From an optimization exercise on the open Yosys and OpenROAD flow, aimed at small area and a short achievable clock period; shortcuts taken in it are not production practice.
RTL that was checked went through simulation tests only; none was proved equivalent to the original.
For run 1, only the layout was checked, not whether the RTL still works.

## flow/design.v (module list and top-level ports; edited modules follow where they fit)
// module clk_ctrl: 1733 lines
// module cc_ha: 4 lines
// module cc_fa: 4 lines
module clk_ctrl
(
	input  wire        clk_i,
	input  wire        rstn_i,
	input  wire [15:0] freq,
	output wire        dds1_o,
	output wire        dds_o
);
  // ...
==> flow/flow/run.sh <==
#!/bin/bash
# The standard layout (standard.sh, all ORFS steps unchanged), except that the
# port buffers that buffer_ports inserts are plain sky130_fd_sc_hd__buf_1 cells
# instead of the delay buffers it picks by default. Every port is still buffered.
set -euo pipefail
export BUFFER_PORTS_ARGS="-buffer_cell sky130_fd_sc_hd__buf_1"
bash standard.sh finish > standard_make.log 2>&1
==> flow/standard.sh <==
#!/bin/bash
# synth_recipe.tcl (not shown) runs the flow's synth.tcl, then flattens the netlist and writes it again
# the make line also repeats each setting of config.mk as NAME=value (left out here)
make -C /OpenROAD-flow-scripts/flow DESIGN_CONFIG=/design/flow/config.mk WORK_HOME=/design/flow/orfs CLKGATE_MAP_FILE= SYNTH_SCRIPT=/design/flow/synth_recipe.tcl "${@:-finish}"
==> flow/config.mk <==
export PLATFORM = sky130hd
export DESIGN_NAME = clk_ctrl
export DESIGN_NICKNAME = clk_ctrl
export VERILOG_FILES = /design/flow/design.v
export SDC_FILE = /design/flow/constraint.sdc
export NUM_CORES = 4
export LEC_CHECK = 0
export CAP_MARGIN = 20
export CORE_MARGIN = 2
export CORE_UTILIZATION = 40
export CTS_BUF_LIST = sky130_fd_sc_hd__clkbuf_8
export SLEW_MARGIN = 20
export SYNTH_HIERARCHICAL = 1
==> flow/constraint.sdc <==
create_clock -name core_clock -period 70.0 [get_ports {clk_i}]
set_input_delay 14.0000 -clock core_clock [delete_from_list [all_inputs] [get_ports {clk_i}]]
set_output_delay 14.0000 -clock core_clock [all_outputs]
set_load 0.01 [all_outputs]
==> run notes, run 1 <==
* Tapcells: 335
- Met2 WL post-DR: 12,200 um
- The clock passes through at most 2 buffers.
- Fraction of post-synthesis cell area in the top cell type by area: 64.8%
* Die span in y: 165 um
- Num CTS Buffers: 9
* Min-Delay Path Depth: 2
* Tcrit/Tclk final: 21.3%
* Termination of the worst setup path: dds_o
- The most critical setup path has its startpoint at dds.
- Critical setup path kind: flop to output port
- Slowest stage delay, CP: roughly 0.40 ns
* Top cell types by occurrence after synthesis: 337 x fa_1, 90 x dfrtp_1, 58 x ha_1
- Area of the die: ~27,000 um^2
* Max-slew violation total from the final report: 0
* Worst EP arrival: roughly 0.9 ns
- Reg2reg start: fr[0]
- For this run, global-route usage on met1 was measured as 29.9%.
* Top cell family by delay on the critical path: flip-flops
* Vias per Instance: about 5.3
- Status: timing/DRC/antenna clean
- Clock-pin slew was measured on the worst setup and hold paths at around 0.11 ns.
* Sequential fraction of total cell area: 20.2%
- Counting flops with an async set or reset pin after synthesis yields a share of 100%.
- Post-CTS setup buffer count: 0
* Warnings from Yosys: 7
- Routed metal-1 wire length: ~11,000 um
- The critical path goes through buf_1.
* DP Area: 10,900 um^2
- In this run the standard cell core region covers 25,800 um^2.
* Flip-flop and latch count after synthesis: 90
==> inputs of run 2 (changes only) <==
--- a/flow/design.v
+++ b/flow/design.v
@@ -5,23 +5,23 @@
 	input  wire [15:0] freq,
 	output wire        dds1_o,
 	output wire        dds_o
 );
 reg  [15:0] fr;
 reg  [31:0] cnt;      
 reg  [31:0] cnt1;     
 reg  [2:0]  pa;       
-reg  [4:0]  pb;       
+reg  [3:0]  pb;       
 reg         dds;
 reg         dds1;
 wire [31:0] cnt_n;
 wire [31:0] cnt1_n;
 wire [2:0]  pa_n;
-wire [4:0]  pb_n;
+wire [3:0]  pb_n;
 wire        dds_n;
 wire        dds1_n;
 wire [10:0] gq;       
 localparam [31:0] CNT_INV  = 32'h00000000;
 localparam [31:0] CNT1_INV = 32'h00000000;
 always @(posedge clk_i or negedge rstn_i)
 	if (rstn_i == 1'b0) begin
 		fr   <= 16'd0;
@@ -1034,17 +1034,16 @@
 wire tB_30;
 wire tA_31;
 wire tB_31;
 wire dc_929;
 wire dc_930;
 wire dc_931;
 wire dc_932;
 wire dc_933;
-wire dc_934;
 assign n_1 = ~fr[0];
 assign n_2 = ~fr[1];
 assign n_3 = ~fr[2];
 assign n_4 = ~fr[3];
 assign n_5 = ~fr[4];
 assign n_6 = ~fr[5];
 assign n_7 = ~fr[6];
 assign n_8 = ~fr[7];
@@ -1397,47 +1396,47 @@
 assign n_585 = ~gq[7];
 assign n_586 = ~gq[8];
 assign n_587 = ~gq[9];
 assign n_588 = ~gq[10];
 cc_ha ubs_589 (.a(cnt1[0]), .b(pb[0]), .s(bs_589), .co(bc_590));
 cc_ha ubs_591 (.a(cnt1[3]), .b(gq[0]), .s(bs_591), .co(bc_592));
 cc_fa ubs_593 (.a(cnt1[4]), .b(gq[1]), .c(n_584), .s(bs_593), .co(bc_594));
 cc_fa ubs_595 (.a(cnt1[5]), .b(n_578), .c(gq[2]), .s(bs_595), .co(bc_596));
-cc_fa ubs_597 (.a(cnt1[6]), .b(pb[1]), .c(n_579), .s(bs_597), .co(bc_598));
+cc_ha ubs_597 (.a(cnt1[6]), .b(n_579), .s(bs_597), .co(bc_598));
 cc_fa ubs_599 (.a(cnt1[7]), .b(gq[0]), .c(n_580), .s(bs_599), .co(bc_600));
-cc_fa ubs_601 (.a(cnt1[8]), .b(gq[1]), .c(n_581), .s(bs_601), .co(bc_602));
-cc_ha ubs_603 (.a(cnt1[9]), .b(gq[2]), .s(bs_603), .co(bc_604));
-cc_fa ubs_605 (.a(cnt1[10]), .b(gq[3]), .c(n_583), .s(bs_605), .co(bc_606));
-cc_fa ubs_607 (.a(cnt1[11]), .b(n_578), .c(gq[4]), .s(bs_607), .co(bc_608));
-cc_ha ubs_609 (.a(n_584), .b(gq[7]), .s(bs_609), .co(bc_610));
-cc_fa ubs_611 (.a(cnt1[12]), .b(pb[2]), .c(n_579), .s(bs_611), .co(bc_612));
-cc_fa ubs_613 (.a(gq[5]), .b(n_585), .c(gq[9]), .s(bs_613), .co(bc_614));
-cc_fa ubs_615 (.a(cnt1[13]), .b(n_578), .c(n_580), .s(bs_615), .co(bc_616));
-cc_fa ubs_617 (.a(gq[6]), .b(n_586), .c(n_588), .s(bs_617), .co(bc_618));
-cc_fa ubs_619 (.a(cnt1[14]), .b(n_579), .c(n_581), .s(bs_619), .co(bc_620));
-cc_fa ubs_621 (.a(gq[7]), .b(n_587), .c(gq[10]), .s(bs_621), .co(bc_622));
-cc_fa ubs_623 (.a(cnt1[15]), .b(n_580), .c(n_582), .s(bs_623), .co(bc_624));
-cc_ha ubs_625 (.a(gq[8]), .b(n_588), .s(bs_625), .co(bc_626));
-cc_fa ubs_627 (.a(cnt1[16]), .b(n_581), .c(n_583), .s(bs_627), .co(bc_628));
-cc_fa ubs_629 (.a(cnt1[17]), .b(n_578), .c(n_582), .s(bs_629), .co(bc_630));
-cc_ha ubs_631 (.a(n_584), .b(gq[9]), .s(bs_631), .co(bc_632));
-cc_fa ubs_633 (.a(cnt1[18]), .b(pb[3]), .c(n_579), .s(bs_633), .co(bc_634));
-cc_ha ubs_635 (.a(n_583), .b(n_585), .s(bs_635), .co(bc_636));
-cc_fa ubs_637 (.a(cnt1[19]), .b(n_578), .c(n_580), .s(bs_637), .co(bc_638));
-cc_ha ubs_639 (.a(n_584), .b(gq[8]), .s(bs_639), .co(bc_640));
+cc_fa ubs_601 (.a(cnt1[8]), .b(pb[1]), .c(gq[1]), .s(bs_601), .co(bc_602));
+cc_ha ubs_603 (.a(n_581), .b(gq[5]), .s(bs_603), .co(bc_604));
+cc_fa ubs_605 (.a(cnt1[9]), .b(gq[2]), .c(n_582), .s(bs_605), .co(bc_606));
+cc_fa ubs_607 (.a(cnt1[10]), .b(gq[3]), .c(n_583), .s(bs_607), .co(bc_608));
+cc_fa ubs_609 (.a(cnt1[11]), .b(n_578), .c(gq[4]), .s(bs_609), .co(bc_610));
+cc_ha ubs_611 (.a(n_584), .b(gq[7]), .s(bs_611), .co(bc_612));
+cc_fa ubs_613 (.a(cnt1[12]), .b(n_579), .c(gq[5]), .s(bs_613), .co(bc_614));
+cc_ha ubs_615 (.a(n_585), .b(gq[9]), .s(bs_615), .co(bc_616));
+cc_fa ubs_617 (.a(cnt1[13]), .b(n_578), .c(n_580), .s(bs_617), .co(bc_618));
+cc_fa ubs_619 (.a(gq[6]), .b(n_586), .c(n_588), .s(bs_619), .co(bc_620));
+cc_fa ubs_621 (.a(cnt1[14]), .b(n_579), .c(n_581), .s(bs_621), .co(bc_622));
+cc_fa ubs_623 (.a(gq[7]), .b(n_587), .c(gq[10]), .s(bs_623), .co(bc_624));
+cc_fa ubs_625 (.a(cnt1[15]), .b(n_580), .c(n_582), .s(bs_625), .co(bc_626));
+cc_ha ubs_627 (.a(gq[8]), .b(n_588), .s(bs_627), .co(bc_628));
+cc_fa ubs_629 (.a(cnt1[16]), .b(pb[2]), .c(n_581), .s(bs_629), .co(bc_630));
+cc_ha ubs_631 (.a(n_583), .b(n_587), .s(bs_631), .co(bc_632));
+cc_fa ubs_633 (.a(cnt1[17]), .b(n_578), .c(n_582), .s(bs_633), .co(bc_634));
+cc_fa ubs_635 (.a(n_584), .b(gq[9]), .c(gq[10]), .s(bs_635), .co(bc_636));
+cc_fa ubs_637 (.a(cnt1[18]), .b(n_579), .c(n_583), .s(bs_637), .co(bc_638));
+cc_fa ubs_639 (.a(cnt1[19]), .b(n_578), .c(n_580), .s(bs_639), .co(bc_640));
 cc_fa ubs_641 (.a(cnt1[20]), .b(n_579), .c(n_581), .s(bs_641), .co(bc_642));
-cc_fa ubs_643 (.a(n_585), .b(n_586), .c(n_587), .s(bs_643), .co(bc_644));
+cc_ha ubs_643 (.a(n_585), .b(n_586), .s(bs_643), .co(bc_644));
 cc_fa ubs_645 (.a(cnt1[21]), .b(gq[0]), .c(n_580), .s(bs_645), .co(bc_646));
 cc_fa ubs_647 (.a(n_582), .b(n_586), .c(n_588), .s(bs_647), .co(bc_648));
 cc_fa ubs_649 (.a(cnt1[22]), .b(gq[1]), .c(n_581), .s(bs_649), .co(bc_650));
 cc_ha ubs_651 (.a(n_583), .b(gq[9]), .s(bs_651), .co(bc_652));
 cc_fa ubs_653 (.a(cnt1[23]), .b(gq[2]), .c(n_582), .s(bs_653), .co(bc_654));
 cc_fa ubs_655 (.a(n_584), .b(n_587), .c(gq[10]), .s(bs_655), .co(bc_656));
-cc_fa ubs_657 (.a(cnt1[24]), .b(pb[4]), .c(gq[3]), .s(bs_657), .co(bc_658));
+cc_fa ubs_657 (.a(cnt1[24]), .b(pb[3]), .c(gq[3]), .s(bs_657), .co(bc_658));
 cc_fa ubs_659 (.a(n_583), .b(n_585), .c(n_588), .s(bs_659), .co(bc_660));
 cc_fa ubs_661 (.a(cnt1[25]), .b(gq[4]), .c(n_584), .s(bs_661), .co(bc_662));
 cc_fa ubs_663 (.a(cnt1[26]), .b(gq[5]), .c(n_585), .s(bs_663), .co(bc_664));
 cc_fa ubs_665 (.a(cnt1[27]), .b(gq[6]), .c(n_586), .s(bs_665), .co(bc_666));
 cc_ha ubs_667 (.a(cnt1[28]), .b(gq[7]), .s(bs_667), .co(bc_668));
 cc_ha ubs_669 (.a(n_581), .b(n_582), .s(bs_669), .co(bc_670));
 cc_fa ubs_671 (.a(n_582), .b(n_584), .c(n_586), .s(bs_671), .co(bc_672));
 cc_fa ubs_673 (.a(gq[0]), .b(n_583), .c(n_585), .s(bs_673), .co(bc_674));
@@ -1449,29 +1448,29 @@
 cc_fa ubs_685 (.a(bs_589), .b(n_580), .c(gq[6]), .s(bs_685), .co(bc_686));
 cc_fa ubs_687 (.a(cnt1[1]), .b(bc_590), .c(n_581), .s(bs_687), .co(bc_688));
 cc_fa ubs_689 (.a(cnt1[2]), .b(n_582), .c(gq[7]), .s(bs_689), .co(bc_690));
 cc_fa ubs_691 (.a(bs_591), .b(n_583), .c(gq[8]), .s(bs_691), .co(bc_692));
 cc_fa ubs_693 (.a(bc_592), .b(bs_593), .c(gq[9]), .s(bs_693), .co(bc_694));
 cc_fa ubs_695 (.a(bs_595), .b(bc_594), .c(n_585), .s(bs_695), .co(bc_696));
 cc_fa ubs_697 (.a(bs_597), .b(bc_596), .c(gq[3]), .s(bs_697), .co(bc_698));
 cc_fa ubs_699 (.a(bc_598), .b(bs_599), .c(gq[4]), .s(bs_699), .co(bc_700));
-cc_fa ubs_701 (.a(bc_600), .b(bs_601), .c(gq[5]), .s(bs_701), .co(bc_702));
-cc_fa ubs_703 (.a(bs_603), .b(n_582), .c(bc_602), .s(bs_703), .co(bc_704));
-cc_fa ubs_705 (.a(bc_604), .b(gq[6]), .c(bs_605), .s(bs_705), .co(bc_706));
-cc_fa ubs_707 (.a(bs_607), .b(bc_606), .c(gq[8]), .s(bs_707), .co(bc_708));
-cc_fa ubs_709 (.a(bs_611), .b(bc_608), .c(bc_610), .s(bs_709), .co(bc_710));
-cc_fa ubs_711 (.a(bc_612), .b(bs_615), .c(bc_614), .s(bs_711), .co(bc_712));
-cc_fa ubs_713 (.a(bc_616), .b(bs_619), .c(bc_618), .s(bs_713), .co(bc_714));
-cc_fa ubs_715 (.a(bc_620), .b(bs_623), .c(bc_622), .s(bs_715), .co(bc_716));
-cc_fa ubs_717 (.a(bc_624), .b(bs_627), .c(n_587), .s(bs_717), .co(bc_718));
-cc_fa ubs_719 (.a(bs_629), .b(bc_628), .c(bs_631), .s(bs_719), .co(bc_720));
-cc_fa ubs_721 (.a(bs_633), .b(bc_630), .c(bs_635), .s(bs_721), .co(bc_722));
-cc_fa ubs_723 (.a(bc_634), .b(bs_637), .c(bc_636), .s(bs_723), .co(bc_724));
-cc_fa ubs_725 (.a(bc_638), .b(bs_641), .c(bc_640), .s(bs_725), .co(bc_726));
+cc_fa ubs_701 (.a(bs_601), .b(bc_600), .c(bs_603), .s(bs_701), .co(bc_702));
+cc_fa ubs_703 (.a(bc_602), .b(bs_605), .c(bc_604), .s(bs_703), .co(bc_704));
+cc_fa ubs_705 (.a(bc_606), .b(gq[6]), .c(bs_607), .s(bs_705), .co(bc_706));
+cc_fa ubs_707 (.a(bs_609), .b(bc_608), .c(gq[8]), .s(bs_707), .co(bc_708));
+cc_fa ubs_709 (.a(bc_610), .b(bs_613), .c(bc_612), .s(bs_709), .co(bc_710));
+cc_fa ubs_711 (.a(bs_617), .b(bc_614), .c(bc_616), .s(bs_711), .co(bc_712));
+cc_fa ubs_713 (.a(bc_618), .b(bs_621), .c(bc_620), .s(bs_713), .co(bc_714));
+cc_fa ubs_715 (.a(bc_622), .b(bs_625), .c(bc_624), .s(bs_715), .co(bc_716));
+cc_fa ubs_717 (.a(bs_629), .b(bc_626), .c(bs_631), .s(bs_717), .co(bc_718));
+cc_fa ubs_719 (.a(bc_630), .b(bs_633), .c(bc_632), .s(bs_719), .co(bc_720));
+cc_fa ubs_721 (.a(bc_634), .b(bs_637), .c(n_585), .s(bs_721), .co(bc_722));
+cc_fa ubs_723 (.a(bs_639), .b(bc_638), .c(n_584), .s(bs_723), .co(bc_724));
+cc_fa ubs_725 (.a(bc_640), .b(bs_641), .c(bs_643), .s(bs_725), .co(bc_726));
 cc_fa ubs_727 (.a(bs_645), .b(bc_642), .c(bc_644), .s(bs_727), .co(bc_728));
 cc_fa ubs_729 (.a(bc_646), .b(bs_649), .c(bs_651), .s(bs_729), .co(bc_730));
 cc_fa ubs_731 (.a(bc_650), .b(bs_653), .c(bc_652), .s(bs_731), .co(bc_732));
 cc_fa ubs_733 (.a(bs_657), .b(bc_654), .c(bc_656), .s(bs_733), .co(bc_734));
 cc_fa ubs_735 (.a(bc_658), .b(bs_661), .c(gq[8]), .s(bs_735), .co(bc_736));
 cc_fa ubs_737 (.a(bc_662), .b(n_586), .c(bs_663), .s(bs_737), .co(bc_738));
 cc_fa ubs_739 (.a(bc_664), .b(n_587), .c(bs_665), .s(bs_739), .co(bc_740));
 cc_fa ubs_741 (.a(bs_667), .b(bc_666), .c(n_587), .s(bs_741), .co(bc_742));
@@ -1490,30 +1489,30 @@
 cc_fa ubs_767 (.a(bs_687), .b(bc_686), .c(n_585), .s(bs_767), .co(bc_768));
 cc_fa ubs_769 (.a(bc_688), .b(n_586), .c(bs_689), .s(bs_769), .co(bc_770));
 cc_fa ubs_771 (.a(bc_690), .b(n_587), .c(bs_691), .s(bs_771), .co(bc_772));
 cc_fa ubs_773 (.a(bc_692), .b(n_588), .c(bs_693), .s(bs_773), .co(bc_774));
 cc_fa ubs_775 (.a(bs_695), .b(bc_694), .c(gq[10]), .s(bs_775), .co(bc_776));
 cc_fa ubs_777 (.a(bs_697), .b(n_586), .c(bc_696), .s(bs_777), .co(bc_778));
 cc_fa ubs_779 (.a(bc_698), .b(bs_699), .c(n_587), .s(bs_779), .co(bc_780));
 cc_fa ubs_781 (.a(bc_700), .b(bs_701), .c(n_588), .s(bs_781), .co(bc_782));
-cc_fa ubs_783 (.a(bs_703), .b(bc_702), .c(n_584), .s(bs_783), .co(bc_784));
+cc_fa ubs_783 (.a(n_584), .b(bc_702), .c(bs_703), .s(bs_783), .co(bc_784));
 cc_fa ubs_785 (.a(bc_704), .b(n_585), .c(bs_705), .s(bs_785), .co(bc_786));
-cc_fa ubs_787 (.a(bc_706), .b(bs_609), .c(bs_707), .s(bs_787), .co(bc_788));
-cc_fa ubs_789 (.a(bc_708), .b(bs_709), .c(bs_613), .s(bs_789), .co(bc_790));
-cc_fa ubs_791 (.a(bc_710), .b(bs_617), .c(bs_711), .s(bs_791), .co(bc_792));
-cc_fa ubs_793 (.a(bc_712), .b(bs_621), .c(bs_713), .s(bs_793), .co(bc_794));
-cc_fa ubs_795 (.a(bs_625), .b(bc_714), .c(bs_715), .s(bs_795), .co(bc_796));
-cc_fa ubs_797 (.a(bs_717), .b(bc_626), .c(bc_716), .s(bs_797), .co(bc_798));
-cc_fa ubs_799 (.a(bc_718), .b(gq[10]), .c(bs_719), .s(bs_799), .co(bc_800));
-cc_fa ubs_801 (.a(bs_721), .b(bc_632), .c(bc_720), .s(bs_801), .co(bc_802));
-cc_fa ubs_803 (.a(bs_639), .b(bc_722), .c(bs_723), .s(bs_803), .co(bc_804));
-cc_fa ubs_805 (.a(bc_724), .b(bs_725), .c(bs_643), .s(bs_805), .co(bc_806));
-cc_fa ubs_807 (.a(bc_726), .b(bs_647), .c(bs_727), .s(bs_807), .co(bc_808));
-cc_fa ubs_809 (.a(bc_648), .b(bc_728), .c(bs_729), .s(bs_809), .co(bc_810));
+cc_fa ubs_787 (.a(bc_706), .b(bs_611), .c(bs_707), .s(bs_787), .co(bc_788));
+cc_fa ubs_789 (.a(bc_708), .b(bs_709), .c(bs_615), .s(bs_789), .co(bc_790));
+cc_fa ubs_791 (.a(bc_710), .b(bs_711), .c(bs_619), .s(bs_791), .co(bc_792));
+cc_fa ubs_793 (.a(bc_712), .b(bs_623), .c(bs_713), .s(bs_793), .co(bc_794));
+cc_fa ubs_795 (.a(bs_627), .b(bc_714), .c(bs_715), .s(bs_795), .co(bc_796));
+cc_fa ubs_797 (.a(bc_628), .b(bs_717), .c(bc_716), .s(bs_797), .co(bc_798));
+cc_fa ubs_799 (.a(bc_718), .b(bs_719), .c(bs_635), .s(bs_799), .co(bc_800));
+cc_fa ubs_801 (.a(bs_721), .b(bc_720), .c(bc_636), .s(bs_801), .co(bc_802));
+cc_fa ubs_803 (.a(bs_723), .b(gq[8]), .c(bc_722), .s(bs_803), .co(bc_804));
+cc_fa ubs_805 (.a(bc_724), .b(n_587), .c(bs_725), .s(bs_805), .co(bc_806));
+cc_fa ubs_807 (.a(bc_726), .b(bs_727), .c(bs_647), .s(bs_807), .co(bc_808));
+cc_fa ubs_809 (.a(bc_728), .b(bc_648), .c(bs_729), .s(bs_809), .co(bc_810));
 cc_fa ubs_811 (.a(bc_730), .b(bs_731), .c(bs_655), .s(bs_811), .co(bc_812));
 cc_fa ubs_813 (.a(bc_732), .b(bs_659), .c(bs_733), .s(bs_813), .co(bc_814));
 cc_fa ubs_815 (.a(bs_735), .b(bc_660), .c(bc_734), .s(bs_815), .co(bc_816));
 cc_fa ubs_817 (.a(bc_736), .b(gq[9]), .c(bs_737), .s(bs_817), .co(bc_818));
 cc_fa ubs_819 (.a(bc_738), .b(gq[10]), .c(bs_739), .s(bs_819), .co(bc_820));
 cc_fa ubs_821 (.a(n_588), .b(bc_740), .c(bs_741), .s(bs_821), .co(bc_822));
 cc_fa ubs_823 (.a(bs_743), .b(bc_742), .c(gq[10]), .s(bs_823), .co(bc_824));
 cc_fa ubs_825 (.a(bc_744), .b(bs_745), .c(n_588), .s(bs_825), .co(bc_826));
@@ -1555,29 +1554,29 @@
 assign bfG_863 = bfG_855 | (bfP_856 & bfG_861);
 assign bfP_864 = bfP_856 & bfP_862;
 cc_ha ubrs_865 (.a(bc_764), .b(bs_765), .s(brs_865), .co(brc_866));
 cc_fa ubrs_867 (.a(bs_767), .b(bc_766), .c(brc_866), .s(brs_867), .co(brc_868));
 cc_fa ubrs_869 (.a(bc_768), .b(bs_769), .c(brc_868), .s(brs_869), .co(brc_870));
 cc_fa ubrs_871 (.a(bc_770), .b(bs_771), .c(brc_870), .s(brs_871), .co(brc_872));
 cc_fa ubrs_873 (.a(bc_772), .b(bs_773), .c(brc_872), .s(brs_873), .co(brc_874));
 cc_fa ubrs_875 (.a(bc_774), .b(bs_775), .c(brc_874), .s(brs_875), .co(brc_876));
-cc_ha ubrs_877 (.a(bs_777), .b(bc_776), .s(brs_877), .co(brc_878));
+cc_fa ubrs_877 (.a(bs_777), .b(bc_776), .c(brc_876), .s(brs_877), .co(brc_878));
 cc_fa ubrs_879 (.a(bc_778), .b(bs_779), .c(brc_878), .s(brs_879), .co(brc_880));
-cc_fa ubrs_881 (.a(bc_780), .b(bs_781), .c(brc_880), .s(brs_881), .co(brc_882));
+cc_ha ubrs_881 (.a(bc_780), .b(bs_781), .s(brs_881), .co(brc_882));
 cc_fa ubrs_883 (.a(bs_783), .b(bc_782), .c(brc_882), .s(brs_883), .co(brc_884));
 cc_fa ubrs_885 (.a(bc_784), .b(bs_785), .c(brc_884), .s(brs_885), .co(brc_886));
 cc_fa ubrs_887 (.a(bc_786), .b(bs_787), .c(brc_886), .s(brs_887), .co(brc_888));
-cc_ha ubrs_889 (.a(bc_788), .b(bs_789), .s(brs_889), .co(brc_890));
+cc_fa ubrs_889 (.a(bc_788), .b(bs_789), .c(brc_888), .s(brs_889), .co(brc_890));
 cc_fa ubrs_891 (.a(bc_790), .b(bs_791), .c(brc_890), .s(brs_891), .co(brc_892));
 cc_fa ubrs_893 (.a(bc_792), .b(bs_793), .c(brc_892), .s(brs_893), .co(brc_894));
 cc_fa ubrs_895 (.a(bc_794), .b(bs_795), .c(brc_894), .s(brs_895), .co(brc_896));
-cc_fa ubrs_897 (.a(bc_796), .b(bs_797), .c(brc_896), .s(brs_897), .co(brc_898));
+cc_ha ubrs_897 (.a(bc_796), .b(bs_797), .s(brs_897), .co(brc_898));
 cc_fa ubrs_899 (.a(bs_799), .b(bc_798), .c(brc_898), .s(brs_899), .co(brc_900));
-cc_ha ubrs_901 (.a(bc_800), .b(bs_801), .s(brs_901), .co(brc_902));
+cc_fa ubrs_901 (.a(bc_800), .b(bs_801), .c(brc_900), .s(brs_901), .co(brc_902));
 cc_fa ubrs_903 (.a(bs_803), .b(bc_802), .c(brc_902), .s(brs_903), .co(brc_904));
 cc_fa ubrs_905 (.a(bc_804), .b(bs_805), .c(brc_904), .s(brs_905), .co(brc_906));
 cc_fa ubrs_907 (.a(bc_806), .b(bs_807), .c(brc_906), .s(brs_907), .co(brc_908));
 cc_fa ubrs_909 (.a(bc_808), .b(bs_809), .c(brc_908), .s(brs_909), .co(brc_910));
 cc_fa ubrs_911 (.a(bc_810), .b(bs_811), .c(brc_910), .s(brs_911), .co(brc_912));
 cc_ha ubrs_913 (.a(bc_812), .b(bs_813), .s(brs_913), .co(brc_914));
 cc_fa ubrs_915 (.a(bc_814), .b(bs_815), .c(brc_914), .s(brs_915), .co(brc_916));
 cc_fa ubrs_917 (.a(bs_817), .b(bc_816), .c(brc_916), .s(brs_917), .co(brc_918));
@@ -1649,20 +1648,19 @@
 assign cnt1_n[28] = brs_921;
 assign cnt1_n[29] = brs_923;
 assign cnt1_n[30] = brs_925;
 assign cnt1_n[31] = brs_927;
 assign pa_n[0] = afG_400;
 assign pa_n[1] = arc_423;
 assign pa_n[2] = arc_445;
 assign pb_n[0] = bfG_863;
-assign pb_n[1] = brc_876;
-assign pb_n[2] = brc_888;
-assign pb_n[3] = brc_900;
-assign pb_n[4] = brc_912;
+assign pb_n[1] = brc_880;
+assign pb_n[2] = brc_896;
+assign pb_n[3] = brc_912;
 assign tA_0 = cnt_n[0];
 assign tB_0 = cnt1_n[0];
 assign tA_1 = cnt_n[1];
 assign tB_1 = cnt1_n[1];
 assign tA_2 = cnt_n[2];
 assign tB_2 = cnt1_n[2];
 assign tA_3 = cnt_n[3];
 assign tB_3 = cnt1_n[3];
@@ -1720,21 +1718,20 @@
 assign tB_29 = cnt1_n[29];
 assign tA_30 = cnt_n[30];
 assign tB_30 = cnt1_n[30];
 assign tA_31 = cnt_n[31];
 assign tB_31 = cnt1_n[31];
 assign dc_929 = (pa_n[0] & 1'b0 & (&{tA_1,tA_2,tA_3,tA_4,tA_5,tA_6,tA_7,tA_8,tA_9,tA_10})) | ((pa_n[0] | 1'b0) & (&{tA_0,tA_1,tA_2,tA_3,tA_4,tA_5,tA_6,tA_7,tA_8,tA_9,tA_10}));
 assign dc_930 = (pa_n[1] & dc_929 & (&{tA_12,tA_13,tA_14,tA_15,tA_16,tA_17,tA_18,tA_19,tA_20,tA_21})) | ((pa_n[1] | dc_929) & (&{tA_11,tA_12,tA_13,tA_14,tA_15,tA_16,tA_17,tA_18,tA_19,tA_20,tA_21}));
 assign dds_n = tA_31 ^ (((pa_n[2] ^ dc_930) & (&{tA_22,tA_23,tA_24,tA_25,tA_26,tA_27,tA_28,tA_29,tA_30})) | (pa_n[2] & dc_930 & (&{tA_23,tA_24,tA_25,tA_26,tA_27,tA_28,tA_29,tA_30})));
-assign dc_931 = (pb_n[0] & 1'b0 & (&{tB_1,tB_2,tB_3,tB_4,tB_5})) | ((pb_n[0] | 1'b0) & (&{tB_0,tB_1,tB_2,tB_3,tB_4,tB_5}));
-assign dc_932 = (pb_n[1] & dc_931 & (&{tB_7,tB_8,tB_9,tB_10,tB_11})) | ((pb_n[1] | dc_931) & (&{tB_6,tB_7,tB_8,tB_9,tB_10,tB_11}));
-assign dc_933 = (pb_n[2] & dc_932 & (&{tB_13,tB_14,tB_15,tB_16,tB_17})) | ((pb_n[2] | dc_932) & (&{tB_12,tB_13,tB_14,tB_15,tB_16,tB_17}));
-assign dc_934 = (pb_n[3] & dc_933 & (&{tB_19,tB_20,tB_21,tB_22,tB_23})) | ((pb_n[3] | dc_933) & (&{tB_18,tB_19,tB_20,tB_21,tB_22,tB_23}));
-assign dds1_n = tB_31 ^ (((pb_n[4] ^ dc_934) & (&{tB_24,tB_25,tB_26,tB_27,tB_28,tB_29,tB_30})) | (pb_n[4] & dc_934 & (&{tB_25,tB_26,tB_27,tB_28,tB_29,tB_30})));
+assign dc_931 = (pb_n[0] & 1'b0 & (&{tB_1,tB_2,tB_3,tB_4,tB_5,tB_6,tB_7})) | ((pb_n[0] | 1'b0) & (&{tB_0,tB_1,tB_2,tB_3,tB_4,tB_5,tB_6,tB_7}));
+assign dc_932 = (pb_n[1] & dc_931 & (&{tB_9,tB_10,tB_11,tB_12,tB_13,tB_14,tB_15})) | ((pb_n[1] | dc_931) & (&{tB_8,tB_9,tB_10,tB_11,tB_12,tB_13,tB_14,tB_15}));
+assign dc_933 = (pb_n[2] & dc_932 & (&{tB_17,tB_18,tB_19,tB_20,tB_21,tB_22,tB_23})) | ((pb_n[2] | dc_932) & (&{tB_16,tB_17,tB_18,tB_19,tB_20,tB_21,tB_22,tB_23}));
+assign dds1_n = tB_31 ^ (((pb_n[3] ^ dc_933) & (&{tB_24,tB_25,tB_26,tB_27,tB_28,tB_29,tB_30})) | (pb_n[3] & dc_933 & (&{tB_25,tB_26,tB_27,tB_28,tB_29,tB_30})));
 endmodule
 module cc_ha (input wire a, input wire b, output wire s, output wire co);
 assign s  = a ^ b;
 assign co = a & b;
 endmodule
 module cc_fa (input wire a, input wire b, input wire c, output wire s, output wire co);
 assign s  = a ^ b ^ c;
 assign co = (a & b) | (a & c) | (b & c);
==> flow/flow/run.sh (replaced) <==
#!/bin/bash
# The standard layout (standard.sh, all ORFS steps unchanged), except:
#  - the port buffers that buffer_ports inserts are plain sky130_fd_sc_hd__buf_1 cells
#    instead of the delay buffers it picks by default (every port is still buffered);
#  - clock tree synthesis arguments: -sink_clustering_enable -repair_clock_nets -buf_list sky130_fd_sc_hd__clkbuf_8 -root_buf sky130_fd_sc_hd__clkbuf_16 -sink_clustering_size 30 -sink_clustering_max_diameter 300
set -euo pipefail
export BUFFER_PORTS_ARGS="-buffer_cell sky130_fd_sc_hd__buf_1"
export CTS_ARGS="-sink_clustering_enable -repair_clock_nets -buf_list sky130_fd_sc_hd__clkbuf_8 -root_buf sky130_fd_sc_hd__clkbuf_16 -sink_clustering_size 30 -sink_clustering_max_diameter 300"
bash standard.sh finish > standard_make.log 2>&1
==> run 2 against run 1 <==
Against the previous run:
- still clean on timing, DRC and antenna
- clock-buffer cell count unchanged
- global-route usage down 0.58 points
- sequential share of layout area down 0.22 points
==> run notes, run 2 <==
- The cell type group with the largest total delay on the critical path is flip-flops (unchanged).
- Global-route wire length before repair: 39,700 um (was 40,800 um)
* Estimated wirelength of the detail-placed design: 19,500 um (was 20,400 um)
- The critical path data arrival time came to 0.85 ns (was 0.92 ns).
* Nature of the critical path startpoint: flop (unchanged)
- Cell area after technology mapping: 10,400 um^2 (about the same)
* Transition time at the pin with the least slew margin: 0.790 ns (was 0.866 ns)
* Post-CTS setup buffer count: 0 (unchanged)
- The leading cell type by number of instances after synthesis is fa_1 (unchanged).
- The minimum period implied by the final worst setup slack is 14.85 ns (was 14.92 ns).
- Total vias in the final route: 5,215 (was 5,283)
- The final sum of negative setup slack is 0 ns (unchanged).
- The area of the die came to 27,300 um^2 (about the same).
* Number of nets still failing antenna checks after routing: 0 (unchanged)
* Leading cell type in the layout, fill and taps excluded: fa_1 (unchanged)
* Largest net degree at the start of global routing: 52 (was 63)
- Sequential element share of the synthesized area: 21.4% (was 21.6%)
- Antenna violations before repair: 0 (unchanged)
- The total I/O pin count was 20 (unchanged).
* Synthesized instance count: 610 (was 614)
- The most instantiated flip-flop cell in the synthesis netlist is dfrtp_1 (unchanged).
- The quantity of I/O buffers inserted on ports was 19 (unchanged).
* Vias per Instance: 5.34 (was 5.35)
- The total clock buffers created by CTS is 9 (unchanged).
* Max-slew violation total from the final report: 0 (unchanged)
- Worst hold path type: flop to flop (unchanged)
- Hold-fix buffers, CTS: 0 (unchanged)
- CTS root buf: clkbuf_16 (was clkbuf_8)
- Post-synthesis cell type with the largest combined area: fa_1 (unchanged)
* Fraction of post-synthesis cell area in the top cell type by area: 64.9% (was 64.8%)
* Critical setup path kind: flop to output port (unchanged)
- The buffering stage count on the worst path with inverters included came to 1 (unchanged).
- The share of synthesized registers carrying an async set or reset is 100% (unchanged).
- The final worst setup slack was 55.15 ns (was 55.08 ns).
- Number of max-capacitance violations reported: 0 (unchanged)
* Slowest stage delay, CP: 0.37 ns (was 0.40 ns)
* Maximum operating frequency: 67.3 MHz (was 67.0 MHz)
- The CTS tree is done (unchanged).
* Overall overflow remaining after global route: 0 (unchanged)
- Area of the core: 25,300 um^2 (was 25,800 um^2)
* Most frequent cells in the layout: 337 x fa_1, 89 x dfrtp_1, 58 x ha_1, 45 x inv_1, 18 x buf_1 (was 337 x fa_1, 90 x dfrtp_1, 58 x ha_1, 47 x inv_1, 18 x buf_1)
- Cells along the critical path: buf_1 (unchanged).
* Endpoints failing hold: 0 (unchanged)
* Number of rows created at floorplan: 58 (was 59)
- The relative area change from synthesis to final layout came to 7.41% (was 7.20%).
- Skew final: 0.00893 ns (was 0.0216 ns)
- The number of design rule violations left after detail routing came to 0 (unchanged).
- Maximum fanout count along the critical path: 1 (unchanged)
* Biggest registers after layout: cnt1 x32, cnt x32, fr x16 (unchanged)
* Worst slew slack as a fraction of its limit: 47.3% (was 42.3%)
- Critical Path RT: 56.00 ns (about the same)
- The global routing usage summed across all routing layers came to 20.3% (was 20.9%).
- The die height was 165 um (about the same).
- Unrepaired setup endpoints after global routing: false (unchanged).
- The die width is 165 um (about the same).
* Post-CTS resize count: 0 (unchanged)
* Clock network latency to the later pin of the worst-skew pair: 0.36 ns (was 0.41 ns)
- The core occupancy in the finished layout was 44.1% (was 43.2%).
* Status: timing/DRC/antenna clean (unchanged)
- The critical register-to-register path startpoint was fr[0] (unchanged).
- The total clock sinks was 89 (was 90).
- The count of warnings emitted by yosys was 7 (unchanged).
* Final routed wirelength across all metal layers: 23,700 um (was 24,400 um)
- The routability-driven placement congestion ratio was 0.900 (was 0.936).
* Beginning of the critical path: dds1 (was dds)
- Hold Crit Start: cnt1[31] (unchanged)
- Library cells used by synthesis: 30 (was 28)
- The final net count was 1,057 (was 1,061).
- The clock edge transition at the registers on the reported setup and hold paths was 0.07 ns (was 0.11 ns).
- Top cell types by occurrence after synthesis: 337 x fa_1, 89 x dfrtp_1, 58 x ha_1 (was 337 x fa_1, 90 x dfrtp_1, 58 x ha_1)
- Tcrit/Tclk final: 21.2% (was 21.3%)
* Post-synth net total: 1,023 (was 1,027)
* Final setup violating endpoints: 0 (unchanged)
- The minimum setup slack after placement is 54.74 ns (was 54.67 ns).
- Maximum buffer depth of the clock tree: 2 (unchanged)
* Number of H-tree branching levels: 3 (unchanged)
- The antenna diode instance count came to 0 (unchanged).
* Avg Cell Area, Syn: 17.0 um^2 (about the same)
- The iteration-0 DRC count of the detailed router is 289 (was 308).
* Effective utilization at floorplan: 41.0% (was 40.3%)
- The average wire per cell in the routed design is 24.2 um (was 24.7 um).
- Ratio of cells with drive above 1 in the final layout: 3.71% (was 3.22%)
* Slowest cell on the critical path: dfrtp_1 (unchanged)
* EDFF count, synth: 0 (unchanged)
- The flop and latch count out of synthesis came to 89 (was 90).
- Biggest area contributors in the synthesized netlist: fa_1 65%, dfrtp_1 21%, ha_1 7.0% (was fa_1 65%, dfrtp_1 22%, ha_1 7.0%).
- Worst hold margin: 0.820 ns (was 0.847 ns)
* Vias in the first global route: 6,824 (was 6,779)
- The sort of element at the end of the critical path is an output port (unchanged).
- Detailed-routing iteration count for the pre-antenna-repair pass: 4 (unchanged)
## run 2: per-layer routing
layer  share of wire [%]  global-route usage [%]  wire length [um]
met1                  41                    27.2              9730
met2                  49                    32.3             11600
met3                 7.6                    5.99              1790
met4                 2.4                    6.44               571
met5                   0                       0                 0
## run 2: final cells by class
cell class | count | area [um^2]
inverters | 44 | 165
clock buffers | 9 | 225
flip-flops and latches | 89 | 2230
clock inverters | 5 | 26.3
multi-input cells | 477 | 8000
repair buffers | 23 | 105
fillers | 2169 | 14200
well taps | 330 | 413
## run 2: logic make-up after synthesis
group | share of synthesized area [%]
fa+ha+maj | 71.9
compound gates | 2.64
xor+xnor | 0.169
flops | 21.4
simple gates | 2.24
buf+inv | 1.59
## run 2: worst reg2reg max path: cells and delay by family (launching register included)
kind / cells / cell delay (ns)
DFF: 1 / 0.48
AOI/OAI and AO/OA: 2 / 0.38
adders and majority gates: 30 / 12.35
buffers and inverters: 1 / 0.39
and+or+nand+nor: 4 / 0.77
xor gates and xnor gates: 1 / 0.16
## run 2: path summary, 6_finish.rpt
check	slack (ns)	end	cells after the start
worst max-delay path	55.15	dds1_o	1
worst min-delay path	0.82	cnt1[31]	2
worst max register to register	55.34	dds	38
worst min register to register	0.82	cnt1[31]	2
max in group asynchronous	55.19	pa[1]	2
min in group asynchronous	13.65	cnt1[18]	1
## run 2: stage by stage
| step | area (um^2) | instances |
|---|---|---|
| after floorplan | 10400 | 610 |
| after global placement | 10900 | 963 |
| after detailed placement | 10900 | 963 |
| after CTS | 11200 | 977 |
| after global routing | 11200 | 977 |
| final | 11200 | 977 |
## run 2: Yosys stat by module (local to each module, per instance)
module / cells inside / flops+latches / cell area [um^2] / copies in the design
cc_fa: 1 / 0 / 20.0 / 337
clk_ctrl: 217 / 89 / 2940 / 1
cc_ha: 1 / 0 / 12.5 / 56
==> inputs of run 3 (changes only) <==
==> flow/flow/run.sh (replaced) <==
#!/bin/bash
# The standard layout (standard.sh, all ORFS steps unchanged), except:
#  - the port buffers that buffer_ports inserts are plain sky130_fd_sc_hd__buf_1 cells
#    instead of the delay buffers it picks by default (every port is still buffered);
#  - clock tree synthesis arguments: -sink_clustering_enable -repair_clock_nets -buf_list sky130_fd_sc_hd__clkbuf_16 -root_buf sky130_fd_sc_hd__clkbuf_16 -sink_clustering_size 45 -sink_clustering_max_diameter 400
set -euo pipefail
export BUFFER_PORTS_ARGS="-buffer_cell sky130_fd_sc_hd__buf_1"
export CTS_ARGS="-sink_clustering_enable -repair_clock_nets -buf_list sky130_fd_sc_hd__clkbuf_16 -root_buf sky130_fd_sc_hd__clkbuf_16 -sink_clustering_size 45 -sink_clustering_max_diameter 400"
bash standard.sh finish > standard_make.log 2>&1
==> run 3 against run 2 <==
Against the previous run:
- still clean on timing, DRC and antenna
- wire length is the same
- fmax is the same
- final area is the same
- hold slack is the same
- sequential share of layout area is the same
- synthesized cell count is the same
- critical path type unchanged
- highest routed layer unchanged
==> run notes, run 3 <==
* Worst setup slack after placement: 54.74 ns (unchanged)
- Skew final: 0.00893 ns (unchanged)
- CTS root buf: clkbuf_16 (unchanged)
- The total of endpoints with negative setup slack in the final report was 0 (unchanged).
- Global-route total usage across every layer: 20.3% (unchanged)
- The share of layout cells above drive strength 1 is 3.71% (unchanged).
- Estimated wirelength of the detail-placed design: 19,500 um (unchanged)
* Area of the die: 27,300 um^2 (unchanged)
- The count of maximum capacitance violations is 0 (unchanged).
* Tcrit/Tclk final: 21.2% (unchanged)
- Top cell family by delay on the critical path: flip-flops (unchanged)
- The total number of vias is 5,215 (unchanged).
- Maximum buffer depth of the clock tree: 2 (unchanged)
- Unrepaired setup endpoints after global routing: false (unchanged)
- Setup slack of the most critical reg-to-reg path: 55.34 ns (about the same)
- Top_reg_cell synth: dfrtp_1 (unchanged)
* Nature of the critical path startpoint: flop (unchanged)
* Vias per Instance: 5.34 (unchanged)
- Final weighted congestion of routability-driven global placement: 0.900 (unchanged)
- The clock edge transition at the registers on the reported setup and hold paths was 0.07 ns (about the same).
* Number of I/O port buffers: 19 (unchanged)
- The starting density of the core is 41.0% (unchanged).
* Sinks on Clock Net: 89 (unchanged)
* Maximum fanout count along the critical path: 1 (unchanged)
* Flip-flop and latch count after synthesis: 89 (unchanged)
- Cells along the critical path: buf_1 (unchanged)
- The count of standard-cell rows was 58 (unchanged).
- The relative area change from synthesis to final layout is 7.41% (unchanged).
* Final routed wirelength across all metal layers: 23,700 um (unchanged)
* Num CTS Buffers: 9 (unchanged)
* Biggest area contributors in the synthesized netlist: fa_1 65%, dfrtp_1 21%, ha_1 7.0% (unchanged)
- Hold-fix buffers, CTS: 0 (unchanged)
* Reg area: 2230 um^2 (unchanged)
- The average instance area after synthesis came to 17.0 um^2 (unchanged).
- Biggest registers after layout: cnt1 x32, cnt x32, fr x16 (unchanged)
* Minimum clock period: 14.85 ns (unchanged)
- Number of nets still failing antenna checks after routing: 0 (unchanged)
- EDFF count, synth: 0 (unchanged)
- The number of detailed-route iterations in the first pass was 4 (unchanged).
- The iteration-0 DRC count of the detailed router is 289 (unchanged).
- Sequential element share of the synthesized area: 21.4% (unchanged)
- Post-synth net total: 1,023 (unchanged)
* Crit path setup slack, layout: 55.15 ns (unchanged)
* Endpoints failing hold: 0 (unchanged)
- The number of antenna violations at the first check in global routing came to 0 (unchanged).
- The critical path class is flop to output port (unchanged).
- The leftover overflow at the end of global routing came to 0 (unchanged).
- The die width came to 165 um (unchanged).
- Status: timing/DRC/antenna clean (unchanged).
* Number of nets in the finished design: 1,057 (unchanged)
- Post-CTS setup buffer count: 0 (unchanged)
- Maximum operating frequency: 67.3 MHz (unchanged)
* Warnings from Yosys: 7 (unchanged)
* Synthesized instance count: 610 (unchanged)
* CTS tree: done (unchanged)
- Transition time at the pin with the least slew margin: 0.790 ns (unchanged)
- The count of instances resized after the clock tree is built was 0 (unchanged).
- Nature of the critical path endpoint: output port (unchanged)
- The number of distinct standard cells referenced by the synthesized netlist is 30 (unchanged).
* Die span in y: 165 um (unchanged)
* Synth async-reset ratio: 100% (unchanged)
- The number of levels the H-tree was split into came to 3 (unchanged).
* WP buf/inv: 1 (unchanged)
* Largest net degree at the start of global routing: 52 (unchanged)
- Most frequent cells in the layout: 337 x fa_1, 89 x dfrtp_1, 58 x ha_1, 45 x inv_1, 18 x buf_1 (unchanged)
- The headroom to the max-slew limit was 47.3% (unchanged).
- Total Negative Setup Slacks: 0 ns (unchanged)
- Fillers: 2,169 (unchanged)
- The most common cell after layout, fill and taps aside was fa_1 (unchanged).
- The type of the most critical hold path is flop to flop (unchanged).
* I/O pins: 20 (unchanged)
- The netlist area before placement is 10,400 um^2 (unchanged).
* Fraction of post-synthesis cell area in the top cell type by area: 64.9% (unchanged)
- The leading cell type by number of instances after synthesis was fa_1 (unchanged).
- Post-synthesis cell type with the largest combined area: fa_1 (unchanged)
- Area used by multi-input combinational logic: 8000 um^2 (unchanged)
* Number of design rule violations left after detail routing: 0 (unchanged)
- The first-pass GRT wire length was 39,700 um (unchanged).
- Vias in the first global route: 6,824 (unchanged)
- The average wire per cell in the routed design was 24.2 um (unchanged).
- Worst EP arrival: 0.85 ns (about the same)
* Area of the core: 25,300 um^2 (unchanged)
* Max-slew violation total from the final report: 0 (unchanged)
* Final antenna diode count: 0 (unchanged)
* Slowest stage delay, CP: 0.37 ns (about the same)
- The standard cell with the maximum stage delay on the critical path is dfrtp_1 (unchanged).
- Clock network latency to the later pin of the worst-skew pair: 0.36 ns (about the same)
* Critical Path RT: 56.00 ns (about the same)
- Top cell types by occurrence after synthesis: 337 x fa_1, 89 x dfrtp_1, 58 x ha_1 (unchanged)
## run 3: cell counts in the layout (fill, tap and decap cells not counted)
No cell type changed its count.
## run 3: final cells by class
| type | count | area share [%] |
|---|---|---|
| Inverter | 44 | 1.48 |
| Tap cell | 330 | 3.70 |
| Clock buffer | 9 | 2.02 |
| Sequential cell | 89 | 20.0 |
| Clock inverter | 5 | 0.235 |
| Timing Repair Buffer | 23 | 0.942 |
| Multi-Input combinational cell | 477 | 71.7 |
## run 3: per-layer routing
| metal | global-route usage [%] | wire length [um] | vias up | part of all wire (%) |
|---|---|---|---|---|
| met5 | 0 | 0 | - | 0 |
| met4 | 6.44 | 571 | 0 | 2.4 |
| met3 | 5.99 | 1790 | 40 | 7.6 |
| met2 | 32.3 | 11600 | 178 | 49 |
| met1 | 27.2 | 9730 | 2965 | 41 |
| li1 | - | - | 2032 | - |
## run 3: modules after synthesis, one instance, submodules excluded
| module | copies in the design | flip-flops and latches | area, um^2 | cells inside |
|---|---|---|---|---|
| cc_fa | 337 | 0 | 20.0 | 1 |
| cc_ha | 56 | 0 | 12.5 | 1 |
| clk_ctrl | 1 | 89 | 2940 | 217 |
## run 3: kinds of logic (layout without fill, tap and decap cells)
logic type | after synthesis | count (layout) | share of synthesized area [%]
AO/OA/AOI/OAI | 38 | 38 | 2.64
XOR/XNOR | 2 | 2 | 0.169
adder cells (fa/ha/maj) | 395 | 395 | 71.9
buffers and inverters | 44 | 81 | 1.59
flip-flops | 89 | 89 | 21.4
AND/OR/NAND/NOR | 42 | 42 | 2.24
## run 3: path summary, 6_finish.rpt
path,depth (start not counted),start,endpoint
worst max-delay path,1,dds1,dds1_o
worst min-delay path,2,cnt1[31],cnt1[31]
worst max register to register,38,fr[0],dds
worst min register to register,2,cnt1[31],cnt1[31]
max in group asynchronous,2,rstn_i,pa[1]
min in group asynchronous,1,rstn_i,cnt1[18]
## run 3: per-stage QoR
stage | hold slack (ns) | instance area [um^2] | cells | utilization (%)
3_3_place_gp | 0.793 | 10900 | 963 | 43.1
6_report | 0.820 | 11200 | 977 | 44.1
4_1_cts | 0.840 | 11200 | 977 | 44.1
5_1_grt | 0.891 | 11200 | 977 | 44.1
2_1_floorplan | 0.753 | 10400 | 610 | -
3_5_place_dp | 0.814 | 10900 | 963 | 43.1
## run 3: tightest hold or removal path: stages, from the launching register on
cell and delay [ns]:
dfrtp_1 0.35, fa_1 0.22, fa_1 0.21
==> inputs of run 4 (changes only) <==
==> flow/flow/run.sh (replaced) <==
#!/bin/bash
# The standard layout (standard.sh, all ORFS steps unchanged), except that the
# port buffers that buffer_ports inserts are plain sky130_fd_sc_hd__buf_1 cells
# instead of the delay buffers it picks by default. Every port is still buffered.
set -euo pipefail
export BUFFER_PORTS_ARGS="-buffer_cell sky130_fd_sc_hd__buf_1"
bash standard.sh finish > standard_make.log 2>&1
==> run 4 against run 3 <==
Against the previous run:
- setup slack got worse by 0.044 ns
- via count up 0.54%
- synthesized cell count unchanged
- highest routed layer unchanged
- sequential share of layout area is 0.18 points higher
==> run notes, run 4 <==
- The number of detailed-route iterations in the first pass was 4 (unchanged).
- Detailed Route Iter0 Violations: 285 (was 289)
- Avg Cell Area, Syn: 17.0 um^2 (unchanged)
* Vias in the first global route: 6,787 (was 6,824)
* Area of the die: 27,300 um^2 (unchanged)
* CTS tree: done (unchanged)
- The register area share after synthesis came to 21.4% (unchanged).
* Worst hold margin: 0.827 ns (was 0.820 ns)
- Total vias in the final route: 5,243 (was 5,215)
- Biggest registers after layout: cnt1 x32, cnt x32, fr x16 (unchanged)
- The total of endpoints with negative setup slack in the final report was 0 (unchanged).
- The average wire per cell in the routed design was 24.2 um (about the same).
- The required time of the critical path is 56.00 ns (about the same).
- Die span in y: 165 um (unchanged)
- The final max-slew violation count was 0 (unchanged).
- Top_reg_cell synth: dfrtp_1 (unchanged)
- Unrepaired setup endpoints after global routing: false (unchanged).
- The minimum period implied by the final worst setup slack was 14.89 ns (was 14.85 ns).
* Top cell types by occurrence after synthesis: 337 x fa_1, 89 x dfrtp_1, 58 x ha_1 (unchanged)
- The HPWL after detailed placement was 19,500 um (unchanged).
- The top metal layer carrying routed signals is met4 (unchanged).
- The post-route standard cell area excluding fillers is 11,100 um^2 (was 11,200 um^2).
- DP Area: 10,900 um^2 (unchanged)
* Maximum fanout count along the critical path: 1 (unchanged)
- The antenna diode instance count is 0 (unchanged).
- Status: timing/DRC/antenna clean (unchanged)
* Transition time at the pin with the least slew margin: 0.817 ns (was 0.790 ns)
* Library cells used by synthesis: 30 (unchanged)
- Largest net degree at the start of global routing: 52 (unchanged)
- Reg clk slew, reported paths: 0.10 ns (was 0.07 ns)
- The total clock sinks is 89 (unchanged).
* Number of nets still failing antenna checks after routing: 0 (unchanged)
* Vias per Instance: 5.37 (was 5.34)
* Growth of design area from synthesis to finish: 6.43% (was 7.41%)
- The leftover overflow at the end of global routing is 0 (unchanged).
* Worst slew slack as a fraction of its limit: 45.5% (was 47.3%)
* CTS root buf: clkbuf_8 (was clkbuf_16)
* Slowest stage delay, CP: 0.38 ns (was 0.37 ns)
* Most frequent cell after synthesis: fa_1 (unchanged)
- Slowest cell on the critical path: dfrtp_1 (unchanged)
- The post-route clock period utilization is 21.3% (was 21.2%).
* Post-CTS setup buffer count: 0 (unchanged)
- Most frequent cells in the layout: 337 x fa_1, 89 x dfrtp_1, 58 x ha_1, 45 x inv_1, 18 x buf_1 (unchanged).
- Nature of the critical path endpoint: output port (unchanged)
* Antenna violations before repair: 0 (unchanged)
- Biggest area contributors in the synthesized netlist: fa_1 65%, dfrtp_1 21%, ha_1 7.0% (unchanged).
* Routed wire length on met3: 1980 um (was 1790 um)
* EDFF count, synth: 0 (unchanged)
- I/O pins: 20 (unchanged)
* Number of max-capacitance violations reported: 0 (unchanged)
- The quantity of I/O buffers inserted on ports is 19 (unchanged).
- The routability-driven placement congestion ratio came to 0.900 (unchanged).
- The total placed cells including tap cells was 963 (unchanged).
- The maximum clock path buffer count was 2 (unchanged).
- The share of layout cells above drive strength 1 came to 3.71% (unchanged).
* Fraction of post-synthesis cell area in the top cell type by area: 64.9% (unchanged)
- Worst EP arrival: 0.89 ns (was 0.85 ns)
- The number of levels the H-tree was split into is 3 (unchanged).
- Endpoints failing hold: 0 (unchanged)
- Post-synth net total: 1,023 (unchanged)
* Synth async-reset ratio: 100% (unchanged)
* Met2 WL post-DR: 11,600 um (about the same)
* Post-CTS resize count: 0 (unchanged)
- Total Negative Setup Slacks: 0 ns (unchanged)
- WP buf/inv: 1 (unchanged)
* Synthesized instance count: 610 (unchanged)
- Flip-flop and latch count after synthesis: 89 (unchanged)
- The worst-case clock skew is 0.0160 ns (was 0.00893 ns).
- The total of fill cells in the finished design came to 2,180 (was 2,169).
* Cell area after technology mapping: 10,400 um^2 (unchanged)
- Top cell family by delay on the critical path: flip-flops (unchanged)
- Maximum operating frequency: 67.1 MHz (was 67.3 MHz)
* Global-route wire length before repair: 39,600 um (was 39,700 um)
- The launching element type of the critical path is a flop (unchanged).
- Final routed wirelength across all metal layers: 23,600 um (was 23,700 um)
- Area of the core: 25,300 um^2 (unchanged)
- The clock latency of the later-clocked register in the worst-skew pair came to 0.39 ns (was 0.36 ns).
* Warnings from Yosys: 7 (unchanged)
- The count of standard-cell rows was 58 (unchanged).
- Number of design rule violations left after detail routing: 0 (unchanged)
* Global-route total usage across every layer: 20.2% (was 20.3%)
- Effective utilization at floorplan: 41.0% (unchanged)
- Cells along the critical path: buf_1 (unchanged)
- Num CTS Buffers: 9 (unchanged)
- Routed metal-1 wire length: 9570 um (was 9730 um)
- The die width came to 165 um (unchanged).
- Critical setup path kind: flop to output port (unchanged)
* Count of placed standard cells in the final layout, fillers left out: 977 (unchanged)
* Number of nets in the finished design: 1,057 (unchanged)
* Leading cell type in the layout, fill and taps excluded: fa_1 (unchanged)
- Hold-fix buffers, CTS: 0 (unchanged)
- Post-synthesis cell type with the largest combined area: fa_1 (unchanged)
- The type of the most critical hold path was flop to flop (unchanged).
## run 4: cell counts after synthesis
Identical to the previous run, type by type.
## run 4: through the flow
stage / worst slack [ns] / utilization [%]
after floorplan: 55.62 / -
after global placement: 54.80 / 43.1
after detailed placement: 54.74 / 43.1
after CTS: 55.08 / 43.7
after global routing: 54.91 / 43.7
final: 55.11 / 43.7
## run 4: kinds of logic (layout without fill, tap and decap cells)
| family | count (synthesis) | count (layout) | share of synthesized area [%] |
|---|---|---|---|
| adders and majority gates | 395 | 395 | 71.9 |
| DFF | 89 | 89 | 21.4 |
| AOI/OAI and AO/OA | 38 | 38 | 2.64 |
| xor gates and xnor gates | 2 | 2 | 0.169 |
| and+or+nand+nor | 42 | 42 | 2.24 |
| buffers and inverters | 44 | 81 | 1.59 |
## run 4: final cells by class
cell class	instances	area, um^2	share of cell area, %
clock buffers	9	124	1.12
clock inverters	5	26.3	0.238
inverters	44	165	1.49
multi-input cells	477	8000	72.3
flip-flops and latches	89	2230	20.1
well taps	330	413	3.73
repair buffers	23	105	0.951
## run 4: worst paths after layout
kind	slack, ns	to	depth (start not counted)	startpoint
setup / recovery	55.11	dds1_o	1	dds1
hold / removal	0.83	cnt1[31]	2	cnt1[31]
max in group asynchronous	55.20	pa[1]	2	rstn_i
min in group asynchronous	13.62	cnt1[18]	1	rstn_i
hold reg to reg	0.83	cnt1[31]	2	cnt1[31]
setup reg to reg	55.33	dds	38	fr[0]
## run 4: metal layers
layer | GRT usage, % | vias up
met2 | 32.1 | 188
met1 | 27.3 | 2985
met4 | 5.69 | 0
met5 | 0 | -
met3 | 6.17 | 40
li1 | - | 2030
## run 4: modules after synthesis, one instance, submodules excluded
module | area, um^2 | flip-flops and latches | cells inside | copies in the design
cc_fa | 20.0 | 0 | 1 | 337
cc_ha | 12.5 | 0 | 1 | 56
clk_ctrl | 2940 | 89 | 217 | 1

-- static timing again, ports no longer ideal --
In the flow no input, the clock included, has a driving cell. The finished layouts below were timed again as built, in two steps.
Step 1, drivers: a clkbuf_16 drives clk_i and a buf_2 each remaining input, both assumed.
Step 2 adds t to the input delays and takes it off the output delays; t is the mean of the earliest and latest rising clock arrival at the registers after step 1. Input paths then give back, and output paths get back, about the clock's delay inside the block.
Slacks: ideal ports / drivers / drivers and shift; pairs: ideal ports / drivers.
| run | t, ns | slack for setup (ns) | hold slack, ns | worst setup path after step 2 |
|---|---|---|---|---|
| run 1 | 0.444 | 55.079 / 55.032 / 54.801 | 0.847 / 0.847 / 0.847 | input, reset recovery |
| run 2 | 0.399 | 55.150 / 55.104 / 54.782 | 0.820 / 0.820 / 0.820 | input, reset recovery |
| run 3 | 0.399 | 55.150 / 55.104 / 54.782 | 0.820 / 0.820 / 0.820 | input, reset recovery |
| run 4 | 0.421 | 55.105 / 55.066 / 54.772 | 0.827 / 0.827 / 0.827 | input, reset recovery |
After both steps setup and hold are still met in every run listed. Setup slack includes reset recovery checks.
